Context: an optimization exercise on an open-source flow, tuned for small area. The choices shown serve that exercise and are no tape-out recipe.
Function was checked by simulation only, so behaviour that the tests miss may differ from the original.

**design.v**
```verilog
module dna_quant_processor #(
    parameter DNA_WIDTH = 32,       
    parameter QUANTUM_DEPTH = 4,    
    parameter AGING_FACTOR_WIDTH = 8
) (
    input wire clk,
    input wire rst_n,
    input wire start,
    input wire [DNA_WIDTH-1:0] dna_sequence,
    input wire [AGING_FACTOR_WIDTH-1:0] aging_factor,
    input wire [1:0] gate_select,   
    output reg [DNA_WIDTH-1:0] processed_dna,
    output reg [15:0] entropy_measure,
    output reg processing_done,
    output reg [7:0] mutation_count
);
    localparam BASE_A = 2'b00;
    localparam BASE_T = 2'b01;
    localparam BASE_G = 2'b10;
    localparam BASE_C = 2'b11;
    localparam GATE_HADAMARD = 2'b00;
    localparam GATE_CNOT = 2'b01;
    localparam GATE_TOFFOLI = 2'b10;
    localparam GATE_CUSTOM = 2'b11;
    reg [DNA_WIDTH-1:0] quantum_state;
    reg [DNA_WIDTH-1:0] working_dna;
    reg [3:0] process_counter;
    reg [15:0] entropy_accumulator;
    reg [7:0] mutation_counter;
    reg [15:0] pseudo_random;
    reg [15:0] lfsr;
    always @(posedge clk or negedge rst_n) begin
        if (!rst_n)
            lfsr <= 16'hACE1;
        else
            lfsr <= {lfsr[14:0], lfsr[15] ^ lfsr[13] ^ lfsr[12] ^ lfsr[10]};
    end
    reg [2:0] state;
    localparam IDLE = 3'b000;
    localparam INIT_QUANTUM = 3'b001;
    localparam APPLY_GATES = 3'b010;
    localparam AGING_MUTATION = 3'b011;
    localparam ENTROPY_CALC = 3'b100;
    localparam COLLAPSE = 3'b101;
    localparam DONE = 3'b110;
    always @(posedge clk or negedge rst_n) begin
        if (!rst_n) begin
            state <= IDLE;
            processed_dna <= 0;
            entropy_measure <= 0;
            processing_done <= 0;
            mutation_count <= 0;
            process_counter <= 0;
            entropy_accumulator <= 0;
            mutation_counter <= 0;
        end else begin
            case (state)
                IDLE: begin
                    processing_done <= 0;
                    mutation_counter <= 0;
                    entropy_accumulator <= 0;
                    if (start) begin
                        working_dna <= dna_sequence;
                        quantum_state <= dna_sequence;
                        process_counter <= 0;
                        state <= INIT_QUANTUM;
                    end
                end
                INIT_QUANTUM: begin
                    quantum_state <= working_dna ^ {{(DNA_WIDTH-16){1'b0}}, lfsr};
                    state <= APPLY_GATES;
                end
                APPLY_GATES: begin
                    case (gate_select)
                        GATE_HADAMARD: begin
                            quantum_state <= quantum_hadamard(quantum_state, process_counter);
                        end
                        GATE_CNOT: begin
                            quantum_state <= quantum_cnot(quantum_state, process_counter);
                        end
                        GATE_TOFFOLI: begin
                            quantum_state <= quantum_toffoli(quantum_state, process_counter);
                        end
                        GATE_CUSTOM: begin
                            quantum_state <= quantum_aging_gate(quantum_state, aging_factor, process_counter);
                        end
                    endcase
                    process_counter <= process_counter + 1;
                    if (process_counter >= QUANTUM_DEPTH - 1)
                        state <= AGING_MUTATION;
                end
                AGING_MUTATION: begin
                    {working_dna, mutation_counter} <= apply_aging_mutations(quantum_state, aging_factor, lfsr);
                    state <= ENTROPY_CALC;
                end
                ENTROPY_CALC: begin
                    entropy_accumulator <= calculate_dna_entropy(working_dna);
                    state <= COLLAPSE;
                end
                COLLAPSE: begin
                    processed_dna <= collapse_quantum_state(working_dna, lfsr);
                    entropy_measure <= entropy_accumulator;
                    mutation_count <= mutation_counter;
                    state <= DONE;
                end
                DONE: begin
                    processing_done <= 1;
                    if (!start)
                        state <= IDLE;
                end
            endcase
        end
    end
    function [DNA_WIDTH-1:0] quantum_hadamard;
        input [DNA_WIDTH-1:0] dna_in;
        input [3:0] position;
        integer i;
        begin
            quantum_hadamard = dna_in;
            for (i = 0; i < DNA_WIDTH; i = i + 2) begin
                if ((i >> 1) % 4 == position % 4) begin
                    quantum_hadamard[i +: 2] = dna_in[i +: 2] ^ lfsr[1:0];
                end
            end
        end
    endfunction
    function [DNA_WIDTH-1:0] quantum_cnot;
        input [DNA_WIDTH-1:0] dna_in;
        input [3:0] position;
        integer i;
        begin
            quantum_cnot = dna_in;
            for (i = 0; i < DNA_WIDTH-2; i = i + 2) begin
                if ((i >> 1) % 4 == position % 4) begin
                    if (dna_in[i +: 2] == BASE_A || dna_in[i +: 2] == BASE_G)
                        quantum_cnot[i+2 +: 2] = dna_in[i+2 +: 2] ^ 2'b01;
                end
            end
        end
    endfunction
    function [DNA_WIDTH-1:0] quantum_toffoli;
        input [DNA_WIDTH-1:0] dna_in;
        input [3:0] position;
        integer i;
        begin
            quantum_toffoli = dna_in;
            for (i = 0; i < DNA_WIDTH-4; i = i + 2) begin
                if ((i >> 1) % 4 == position % 4) begin
                    if ((dna_in[i +: 2] == BASE_G) && (dna_in[i+2 +: 2] == BASE_C))
                        quantum_toffoli[i+4 +: 2] = dna_in[i+4 +: 2] ^ 2'b11;
                end
            end
        end
    endfunction
    function [DNA_WIDTH-1:0] quantum_aging_gate;
        input [DNA_WIDTH-1:0] dna_in;
        input [AGING_FACTOR_WIDTH-1:0] aging;
        input [3:0] position;
        integer i;
        begin
            quantum_aging_gate = dna_in;
            for (i = 0; i < DNA_WIDTH; i = i + 2) begin
                if ((lfsr[7:0] < aging) && ((i >> 1) % 8 == position % 8)) begin
                    quantum_aging_gate[i +: 2] = dna_in[i +: 2] ^ lfsr[9:8];
                end
            end
        end
    endfunction
    function [DNA_WIDTH:0] apply_aging_mutations;
        input [DNA_WIDTH-1:0] dna_in;
        input [AGING_FACTOR_WIDTH-1:0] aging;
        input [15:0] random;
        integer i;
        reg [7:0] mutations;
        reg [DNA_WIDTH-1:0] mutated_dna;
        begin
            mutated_dna = dna_in;
            mutations = 0;
            for (i = 0; i < DNA_WIDTH; i = i + 2) begin
                if (random[i%16] && (random[7:0] < aging)) begin
                    case (dna_in[i +: 2])
                        BASE_A: mutated_dna[i +: 2] = BASE_G;   
                        BASE_T: mutated_dna[i +: 2] = BASE_C;   
                        BASE_G: mutated_dna[i +: 2] = BASE_A;   
                        BASE_C: mutated_dna[i +: 2] = BASE_T;   
                    endcase
                    mutations = mutations + 1;
                end
            end
            apply_aging_mutations = {mutated_dna, mutations};
        end
    endfunction
    function [15:0] calculate_dna_entropy;
        input [DNA_WIDTH-1:0] dna_in;
        integer i;
        reg [7:0] base_count [0:3];
        reg [15:0] entropy;
        begin
            base_count[0] = 0; base_count[1] = 0; base_count[2] = 0; base_count[3] = 0;
            for (i = 0; i < DNA_WIDTH; i = i + 2) begin
                base_count[dna_in[i +: 2]] = base_count[dna_in[i +: 2]] + 1;
            end
            entropy = (base_count[0] * base_count[0]) + 
                     (base_count[1] * base_count[1]) + 
                     (base_count[2] * base_count[2]) + 
                     (base_count[3] * base_count[3]);
            calculate_dna_entropy = 16'hFFFF - entropy;   
        end
    endfunction
    function [DNA_WIDTH-1:0] collapse_quantum_state;
        input [DNA_WIDTH-1:0] quantum_dna;
        input [15:0] random;
        integer i;
        begin
            collapse_quantum_state = quantum_dna;
            for (i = 0; i < DNA_WIDTH; i = i + 2) begin
                if (random[i%16]) begin
                    case (quantum_dna[i +: 2])
                        2'b00: collapse_quantum_state[i +: 2] = BASE_A;
                        2'b01: collapse_quantum_state[i +: 2] = BASE_T;
                        2'b10: collapse_quantum_state[i +: 2] = BASE_G;
                        2'b11: collapse_quantum_state[i +: 2] = BASE_C;
                    endcase
                end
            end
        end
    endfunction
endmodule
module quant_interface #(
    parameter DNA_WIDTH = 32,
    parameter BATCH_SIZE = 16,
    parameter RESULT_BUFFER_DEPTH = 64,
    parameter AGING_FACTOR_WIDTH = 8
) (
    input wire clk,
    input wire rst_n,
    input wire host_req,
    input wire [7:0] host_cmd,
    input wire [DNA_WIDTH-1:0] host_dna_data,
    input wire [AGING_FACTOR_WIDTH-1:0] host_aging_factor,
    output reg host_ack,
    output reg [DNA_WIDTH-1:0] host_result_data,
    output reg [15:0] host_entropy_data,
    output reg [7:0] host_mutation_count,
    output reg host_data_valid,
    output reg proc_start,
    output reg [DNA_WIDTH-1:0] proc_dna_sequence,
    output reg [AGING_FACTOR_WIDTH-1:0] proc_aging_factor,
    output reg [1:0] proc_gate_select,
    input wire [DNA_WIDTH-1:0] proc_processed_dna,
    input wire [15:0] proc_entropy_measure,
    input wire proc_processing_done,
    input wire [7:0] proc_mutation_count,
    output reg [7:0] batch_progress,
    output reg batch_complete,
    output reg error_flag,
    output reg [15:0] total_sequences_processed
);
    localparam CMD_SINGLE_PROCESS = 8'h01;
    localparam CMD_BATCH_PROCESS = 8'h02;
    localparam CMD_SET_GATE = 8'h03;
    localparam CMD_GET_STATUS = 8'h04;
    localparam CMD_RESET_COUNTERS = 8'h05;
    localparam CMD_CONFIGURE_AGING = 8'h06;
    localparam CMD_GET_BATCH_RESULTS = 8'h07;
    localparam CMD_CONTINUOUS_MODE = 8'h08;
    reg [3:0] interface_state;
    localparam IF_IDLE = 4'h0;
    localparam IF_DECODE_CMD = 4'h1;
    localparam IF_SETUP_PROC = 4'h2;
    localparam IF_WAIT_PROC = 4'h3;
    localparam IF_COLLECT_RESULT = 4'h4;
    localparam IF_SEND_RESPONSE = 4'h5;
    localparam IF_BATCH_PROCESS = 4'h6;
    localparam IF_ERROR = 4'hF;
    reg [7:0] current_cmd;
    reg [1:0] current_gate_select;
    reg [AGING_FACTOR_WIDTH-1:0] configured_aging_factor;
    reg [DNA_WIDTH-1:0] batch_dna_buffer [0:BATCH_SIZE-1];
    reg [4:0] batch_counter;
    reg [4:0] batch_size_reg;
    reg continuous_mode;
    reg [15:0] sequence_counter;
    reg [DNA_WIDTH-1:0] result_buffer [0:RESULT_BUFFER_DEPTH-1];
    reg [15:0] entropy_buffer [0:RESULT_BUFFER_DEPTH-1];
    reg [7:0] mutation_buffer [0:RESULT_BUFFER_DEPTH-1];
    reg [5:0] result_write_ptr;
    reg [5:0] result_read_ptr;
    reg result_buffer_full;
    reg [15:0] timeout_counter;
    localparam TIMEOUT_LIMIT = 16'hFFFF;
    always @(posedge clk or negedge rst_n) begin
        if (!rst_n) begin
            interface_state <= IF_IDLE;
            host_ack <= 0;
            host_data_valid <= 0;
            host_result_data <= 0;
            host_entropy_data <= 0;
            host_mutation_count <= 0;
            proc_start <= 0;
            batch_progress <= 0;
            batch_complete <= 0;
            error_flag <= 0;
            current_gate_select <= 2'b00;
            configured_aging_factor <= 8'h10;
            batch_counter <= 0;
            sequence_counter <= 0;
            total_sequences_processed <= 0;
            result_write_ptr <= 0;
            result_read_ptr <= 0;
            result_buffer_full <= 0;
            continuous_mode <= 0;
            timeout_counter <= 0;
        end else begin
            if (proc_processing_done) begin
                sequence_counter <= sequence_counter + 1;
            end
            if (interface_state != IF_IDLE && interface_state != IF_SEND_RESPONSE) begin
                timeout_counter <= timeout_counter + 1;
                if (timeout_counter >= TIMEOUT_LIMIT) begin
                    interface_state <= IF_ERROR;
                    error_flag <= 1;
                end
            end else begin
                timeout_counter <= 0;
            end
            case (interface_state)
                IF_IDLE: begin
                    host_ack <= 0;
                    host_data_valid <= 0;
                    proc_start <= 0;
                    error_flag <= 0;
                    if (host_req) begin
                        current_cmd <= host_cmd;
                        interface_state <= IF_DECODE_CMD;
                    end
                end
                IF_DECODE_CMD: begin
                    case (current_cmd)
                        CMD_SINGLE_PROCESS: begin
                            proc_dna_sequence <= host_dna_data;
                            proc_aging_factor <= host_aging_factor;
                            proc_gate_select <= current_gate_select;
                            interface_state <= IF_SETUP_PROC;
                        end
                        CMD_BATCH_PROCESS: begin
                            batch_counter <= 0;
                            batch_size_reg <= host_dna_data[4:0];   
                            batch_complete <= 0;
                            interface_state <= IF_BATCH_PROCESS;
                        end
                        CMD_SET_GATE: begin
                            current_gate_select <= host_dna_data[1:0];
                            interface_state <= IF_SEND_RESPONSE;
                        end
                        CMD_CONFIGURE_AGING: begin
                            configured_aging_factor <= host_aging_factor;
                            interface_state <= IF_SEND_RESPONSE;
                        end
                        CMD_GET_STATUS: begin
                            host_result_data <= {16'h0, batch_progress, 8'h0};
                            host_entropy_data <= total_sequences_processed;
                            host_mutation_count <= {7'h0, batch_complete};
                            interface_state <= IF_SEND_RESPONSE;
                        end
                        CMD_RESET_COUNTERS: begin
                            total_sequences_processed <= 0;
                            sequence_counter <= 0;
                            result_write_ptr <= 0;
                            result_read_ptr <= 0;
                            result_buffer_full <= 0;
                            interface_state <= IF_SEND_RESPONSE;
                        end
                        CMD_GET_BATCH_RESULTS: begin
                            if (result_read_ptr != result_write_ptr || result_buffer_full) begin
                                host_result_data <= result_buffer[result_read_ptr];
                                host_entropy_data <= entropy_buffer[result_read_ptr];
                                host_mutation_count <= mutation_buffer[result_read_ptr];
                                result_read_ptr <= (result_read_ptr + 1) % RESULT_BUFFER_DEPTH;
                                result_buffer_full <= 0;
                            end
                            interface_state <= IF_SEND_RESPONSE;
                        end
                        CMD_CONTINUOUS_MODE: begin
                            continuous_mode <= host_dna_data[0];
                            interface_state <= IF_SEND_RESPONSE;
                        end
                        default: begin
                            interface_state <= IF_ERROR;
                        end
                    endcase
                end
                IF_SETUP_PROC: begin
                    proc_start <= 1;
                    interface_state <= IF_WAIT_PROC;
                end
                IF_WAIT_PROC: begin
                    if (proc_processing_done) begin
                        proc_start <= 0;
                        interface_state <= IF_COLLECT_RESULT;
                    end
                end
                IF_COLLECT_RESULT: begin
                    host_result_data <= proc_processed_dna;
                    host_entropy_data <= proc_entropy_measure;
                    host_mutation_count <= proc_mutation_count;
                    if (!result_buffer_full) begin
                        result_buffer[result_write_ptr] <= proc_processed_dna;
                        entropy_buffer[result_write_ptr] <= proc_entropy_measure;
                        mutation_buffer[result_write_ptr] <= proc_mutation_count;
                        result_write_ptr <= (result_write_ptr + 1) % RESULT_BUFFER_DEPTH;
                        if (((result_write_ptr + 1) % RESULT_BUFFER_DEPTH) == result_read_ptr)
                            result_buffer_full <= 1;
                    end
                    total_sequences_processed <= total_sequences_processed + 1;
                    if (current_cmd == CMD_BATCH_PROCESS)
                        interface_state <= IF_BATCH_PROCESS;
                    else
                        interface_state <= IF_SEND_RESPONSE;
                end
                IF_SEND_RESPONSE: begin
                    host_ack <= 1;
                    host_data_valid <= 1;
                    if (continuous_mode && current_cmd == CMD_SINGLE_PROCESS) begin
                        interface_state <= IF_IDLE;
                    end else if (!host_req) begin
                        interface_state <= IF_IDLE;
                    end
                end
                IF_BATCH_PROCESS: begin
                    if (batch_counter < batch_size_reg) begin
                        proc_dna_sequence <= generate_synthetic_dna(batch_counter, configured_aging_factor);
                        proc_aging_factor <= configured_aging_factor;
                        proc_gate_select <= current_gate_select;
                        proc_start <= 1;
                        batch_counter <= batch_counter + 1;
                        interface_state <= IF_WAIT_PROC;
                        batch_progress <= (batch_counter * 100) / batch_size_reg;
                    end else begin
                        batch_complete <= 1;
                        batch_progress <= 100;
                        interface_state <= IF_SEND_RESPONSE;
                    end
                end
                IF_ERROR: begin
                    error_flag <= 1;
                    host_ack <= 1;
                    host_result_data <= 32'hDEADBEEF;   
                    host_entropy_data <= 16'hFFFF;
                    host_mutation_count <= 8'hFF;
                    if (!host_req) begin
                        interface_state <= IF_IDLE;
                    end
                end
            endcase
        end
    end
    function [DNA_WIDTH-1:0] generate_synthetic_dna;
        input [4:0] sequence_id;
        input [AGING_FACTOR_WIDTH-1:0] aging;
        integer i;
        reg [DNA_WIDTH-1:0] synthetic_dna;
        reg [15:0] seed;
        begin
            seed = {sequence_id, aging, 3'b101};
            synthetic_dna = 0;
            for (i = 0; i < DNA_WIDTH; i = i + 2) begin
                seed = seed * 1664525 + 1013904223;   
                case (seed[1:0])
                    2'b00: synthetic_dna[i +: 2] = 2'b00;   
                    2'b01: synthetic_dna[i +: 2] = 2'b01;   
                    2'b10: synthetic_dna[i +: 2] = 2'b10;   
                    2'b11: synthetic_dna[i +: 2] = 2'b11;   
                endcase
                if ((seed[7:0] < aging) && (aging > 8'h20)) begin
                    synthetic_dna[i +: 2] = synthetic_dna[i +: 2] ^ 2'b01;
                end
            end
            generate_synthetic_dna = synthetic_dna;
        end
    endfunction
endmodule
module qga_top (
    input wire clk,
    input wire rst_n,
    input wire host_req,
    input wire [7:0] host_cmd,
    input wire [31:0] host_dna_data,
    input wire [7:0] host_aging_factor,
    output wire host_ack,
    output wire [31:0] host_result_data,
    output wire [15:0] host_entropy_data,
    output wire [7:0] host_mutation_count,
    output wire host_data_valid,
    output wire [7:0] batch_progress,
    output wire batch_complete,
    output wire error_flag,
    output wire [15:0] total_sequences_processed
);
    wire proc_start;
    wire [31:0] proc_dna_sequence;
    wire [7:0] proc_aging_factor;
    wire [1:0] proc_gate_select;
    wire [31:0] proc_processed_dna;
    wire [15:0] proc_entropy_measure;
    wire proc_processing_done;
    wire [7:0] proc_mutation_count;
    quant_interface #(
        .DNA_WIDTH(32),
        .BATCH_SIZE(16),
        .RESULT_BUFFER_DEPTH(64),
        .AGING_FACTOR_WIDTH(8)
    ) u_if (
        .clk(clk),
        .rst_n(rst_n),
        .host_req(host_req),
        .host_cmd(host_cmd),
        .host_dna_data(host_dna_data),
        .host_aging_factor(host_aging_factor),
        .host_ack(host_ack),
        .host_result_data(host_result_data),
        .host_entropy_data(host_entropy_data),
        .host_mutation_count(host_mutation_count),
        .host_data_valid(host_data_valid),
        .proc_start(proc_start),
        .proc_dna_sequence(proc_dna_sequence),
        .proc_aging_factor(proc_aging_factor),
        .proc_gate_select(proc_gate_select),
        .proc_processed_dna(proc_processed_dna),
        .proc_entropy_measure(proc_entropy_measure),
        .proc_processing_done(proc_processing_done),
        .proc_mutation_count(proc_mutation_count),
        .batch_progress(batch_progress),
        .batch_complete(batch_complete),
        .error_flag(error_flag),
        .total_sequences_processed(total_sequences_processed)
    );
    dna_quant_processor #(
        .DNA_WIDTH(32),
        .QUANTUM_DEPTH(4),
        .AGING_FACTOR_WIDTH(8)
    ) u_p (
        .clk(clk),
        .rst_n(rst_n),
        .start(proc_start),
        .dna_sequence(proc_dna_sequence),
        .aging_factor(proc_aging_factor),
        .gate_select(proc_gate_select),
        .processed_dna(proc_processed_dna),
        .entropy_measure(proc_entropy_measure),
        .processing_done(proc_processing_done),
        .mutation_count(proc_mutation_count)
    );
endmodule
```
**run.sh**
```bash
#!/bin/bash
# synth_recipe.tcl (not shown) runs the flow's synth.tcl, then flattens the netlist and writes it again
# the make line also repeats each setting of config.mk as NAME=value (left out here)
make -C /OpenROAD-flow-scripts/flow DESIGN_CONFIG=/design/flow/config.mk WORK_HOME=/design/flow/orfs CLKGATE_MAP_FILE= SYNTH_SCRIPT=/design/flow/synth_recipe.tcl finish
```
**config.mk**
```make
export PLATFORM = sky130hd
export DESIGN_NAME = qga_top
export DESIGN_NICKNAME = qga_top
export VERILOG_FILES = /design/flow/design.v
export SDC_FILE = /design/flow/constraint.sdc
export NUM_CORES = 8
export LEC_CHECK = 0
export CAP_MARGIN = 20
export CORE_MARGIN = 2
export CORE_UTILIZATION = 40
export SLEW_MARGIN = 20
```
**constraint.sdc**
```tcl
create_clock -name core_clock -period 100.0 [get_ports {clk}]
set_input_delay 20.0000 -clock core_clock [delete_from_list [all_inputs] [get_ports {clk}]]
set_output_delay 20.0000 -clock core_clock [all_outputs]
set_load 0.01 [all_outputs]
```
==> out/qor.yml <==
status: "timing/DRC/antenna clean"
fin_crit_ps: 88460
antenna_found_initial: 37
cp_max_fo: 32
grt_max_degree: 96
max_stage_delay_ps: 860
finalSetupViolations: 0
yosysWarningCount: 6
max_slew_margin: 0.0877
post_drt_via_cell_ratio: 6.72
clk_pin_slew_worst_paths_ps: 60
rsz0062_at_grt: "false"
synth_top_area_cell: "edfxtp_1"
die_h_um: 704
area_growth_pct: 11.7
arrival_ps: 89250
post-route-period-util: 0.885
hold_ws_ps: 396
largestRegisters: "u_if.result_buffer (2048), u_if.entropy_buffer (1024), u_if.mutation_buffer (512)"
ys_top_cells_by_area: "edfxtp_1 57%, a22oi_1 3.8%, ha_1 3.4%"
synth_area_um2: 196000
async_reset_ff_frac: 0.0605
track_usage: 0.316
portBuffers: 134
final-hold-violation-count: 0
synth_seq_cells: 3934
drv_slew: 0
grt_pass1_wl_mm: 1110
rows: 257
crit_slowest_cell: "and3_1"
regMostFlops: "u_if.result_buffer"
drtIter0Drc: 28100
grt_pass1_vias: 135000
cp-end-kind: "register"
setup_tns_ps: 0
post-route-util: 0.448
r2r_slack_ps: 11540
worstHoldPathType: "reg -> reg"
required_ps: 100800
drtAntennaViolNets: 0
cts_resized: 0
largest_reg_flops: 2048
wl_mm: 818
firstDrtPassIters: 9
route.detailed.drc: 0
fmax_mhz: 11.3
die_width_um: 704
maxCapViolations: 0
numCtsBuffers: 379
cts_tree: "yes"
wl_per_cell_um: 37.2
synthCells: 14900
layout.nets: 16000
avgSynthCellArea_um2: 13.2
setup.worst_path.class: "reg -> reg"
start_kind: "register"
core_area_um2: 489000
synth-seq-area-share: 0.596
via_count: 148000
fin_skew_ps: 146
gp_congestion: 0.890
cts_root_buf: "clkbuf_16"
ys_types: 211
synthFlopType: "edfxtp_1"
initial_core_util: 0.401
worst_pin_slew_ps: 1370
cts_hold_buffers: 0
num-fill-cells: 43600
insertion_delay_ps: 1060
cts_sinks: 3934
synth_top_area_share: 0.566
cts_max_level: 5
hpwl_mm: 483
postCtsSetupBuffers: 0
drive_above_1_share: 0.132
dieArea_um2: 496000
grt.overflow.total: 0
ios: 135
synth_edf_count: 3696
cts_max_path_buffers: 4
crit_top_cell: "a21oi_1"
[critical path: cells and delay by family, from the launching register on]
kind                       cells  cell delay (ps)
AOI/OAI and AO/OA            152            35140
adders and majority gates     36            11380
xor gates and xnor gates       4              950
and+or+nand+nor              127            34400
buffers and inverters         20             2920
muxes                          8             2450
DFF                            1              750
[area by class of cell]
type                    instances  area, um2  area share
diodes                         37       92.6    0.000422
clock buffers                 507      10100      0.0462
clock inverters               187       1540     0.00703
inverters                     533       2000     0.00913
multi-input cells            9719      74900       0.342
flip-flops and latches       3934     117000       0.534
well taps                    6475       8100      0.0370
repair buffers                616       5380      0.0246
[synth_stat cells (all sizes together) (151+ instances only)]
| master | number |
|---|---|
| buf | 237 |
| nor2 | 988 |
| fa | 200 |
| a211oi | 151 |
| a22o | 382 |
| o21ai | 423 |
| nand4 | 396 |
| nand3 | 346 |
| nor3 | 290 |
| inv | 529 |
| xor2 | 299 |
| ha | 532 |
| a22oi | 999 |
| clkbuf | 517 |
| a21oi | 526 |
| edfxtp | 3696 |
| dfrtp | 229 |
| xnor2 | 638 |
| nand2 | 714 |
| a221oi | 402 |
[routing by layer]
metal	share of wire	track usage
met4	0.066	0.168
met1	0.36	0.415
met2	0.43	0.467
met5	0.00068	0.00538
met3	0.15	0.0997
[path summary, 6_finish.rpt]
check,startpoint,endpoint,cells past startpoint
setup / recovery,u_if.batch_counter[2],u_if.batch_progress[0],347
hold / removal,u_p.lfsr[10],u_p.lfsr[11],0
min in group asynchronous,rst_n,u_p.mutation_count[3],1
setup reg to reg,u_if.batch_counter[2],u_if.batch_progress[0],347
hold reg to reg,u_p.lfsr[10],u_p.lfsr[11],0
max in group asynchronous,rst_n,u_p.entropy_measure[0],4
[cells in the final DEF (no fill, tap or decap), types with 104 or more instances in the layout]
master / netlist / final
xor2_1: 285 / 285
a21oi_1: 503 / 503
a22o_1: 380 / 380
mux2_2: 119 / 119
a22oi_1: 999 / 999
buf_4: 8 / 447
a211oi_1: 132 / 129
a221oi_1: 399 / 397
dfrtp_1: 229 / 177
clkdlybuf4s50_1: 0 / 133
clkbuf_16: 0 / 381
nor3_1: 266 / 260
nand4_1: 386 / 386
clkbuf_1: 504 / 114
o21ai_0: 366 / 366
edfxtp_1: 3696 / 3696
nor2b_1: 112 / 112
nor2_1: 966 / 838
ha_1: 532 / 532
nor2_4: 9 / 136
mux2i_1: 114 / 114
inv_1: 522 / 517
nand3_1: 327 / 325
nand2_1: 694 / 693
nand2b_1: 124 / 122
fa_1: 200 / 200
a31oi_1: 116 / 116
a21o_1: 104 / 104
xnor2_1: 612 / 612
[metrics by stage]
stage	setup slack [ps]	instance area (um2)	cells
after detailed placement	12730	207000	21300
after CTS	12330	219000	22000
final	11540	219000	22000
after global placement	14490	207000	21300
after floorplan	25360	196000	14900
after global routing	3880	219000	22000
[kinds of logic (layout without fill, tap and decap cells)]
logic type / after synthesis / after routing / synth area share
AOI/OAI and AO/OA: 3946 / 3946 / 0.155
and+or+nand+nor: 3785 / 3785 / 0.104
muxes: 292 / 292 / 0.0183
DFF: 3934 / 3934 / 0.596
buffers and inverters: 1289 / 1843 / 0.0285
other: 2 / 63 / 0.0000383
adders and majority gates: 732 / 732 / 0.0543
xor gates and xnor gates: 938 / 938 / 0.0437

==> re-timing with driven ports <==
The flow's constraints put no driver on any port. The routed layout listed below was extracted and timed again, unchanged, in two steps.
Step 1: set_driving_cell puts a clkbuf_16 on clk and a buf_2 on each other input, an assumption about the parent block.
Step 2 moves the port delays by t, midway between the first and last clock arrival at a register: inputs arrive t later, outputs are due t later. That takes back most of the time a late clock gives input paths.
Slacks: no drivers / after step 1 / after step 2; pairs: no drivers / after step 1.
t (ns): 1.107
setup slack, ns: 11.543 / 11.543 / 11.543
latest minus earliest clock arrival (ns): 0.147 / 0.147
worst register clock-pin slew, ns: 0.07 / 0.07
After both steps this run still meets setup and hold. For this run, drivers alone change the setup slack by 0.000 ns; drivers and shift together by 0.000 ns.
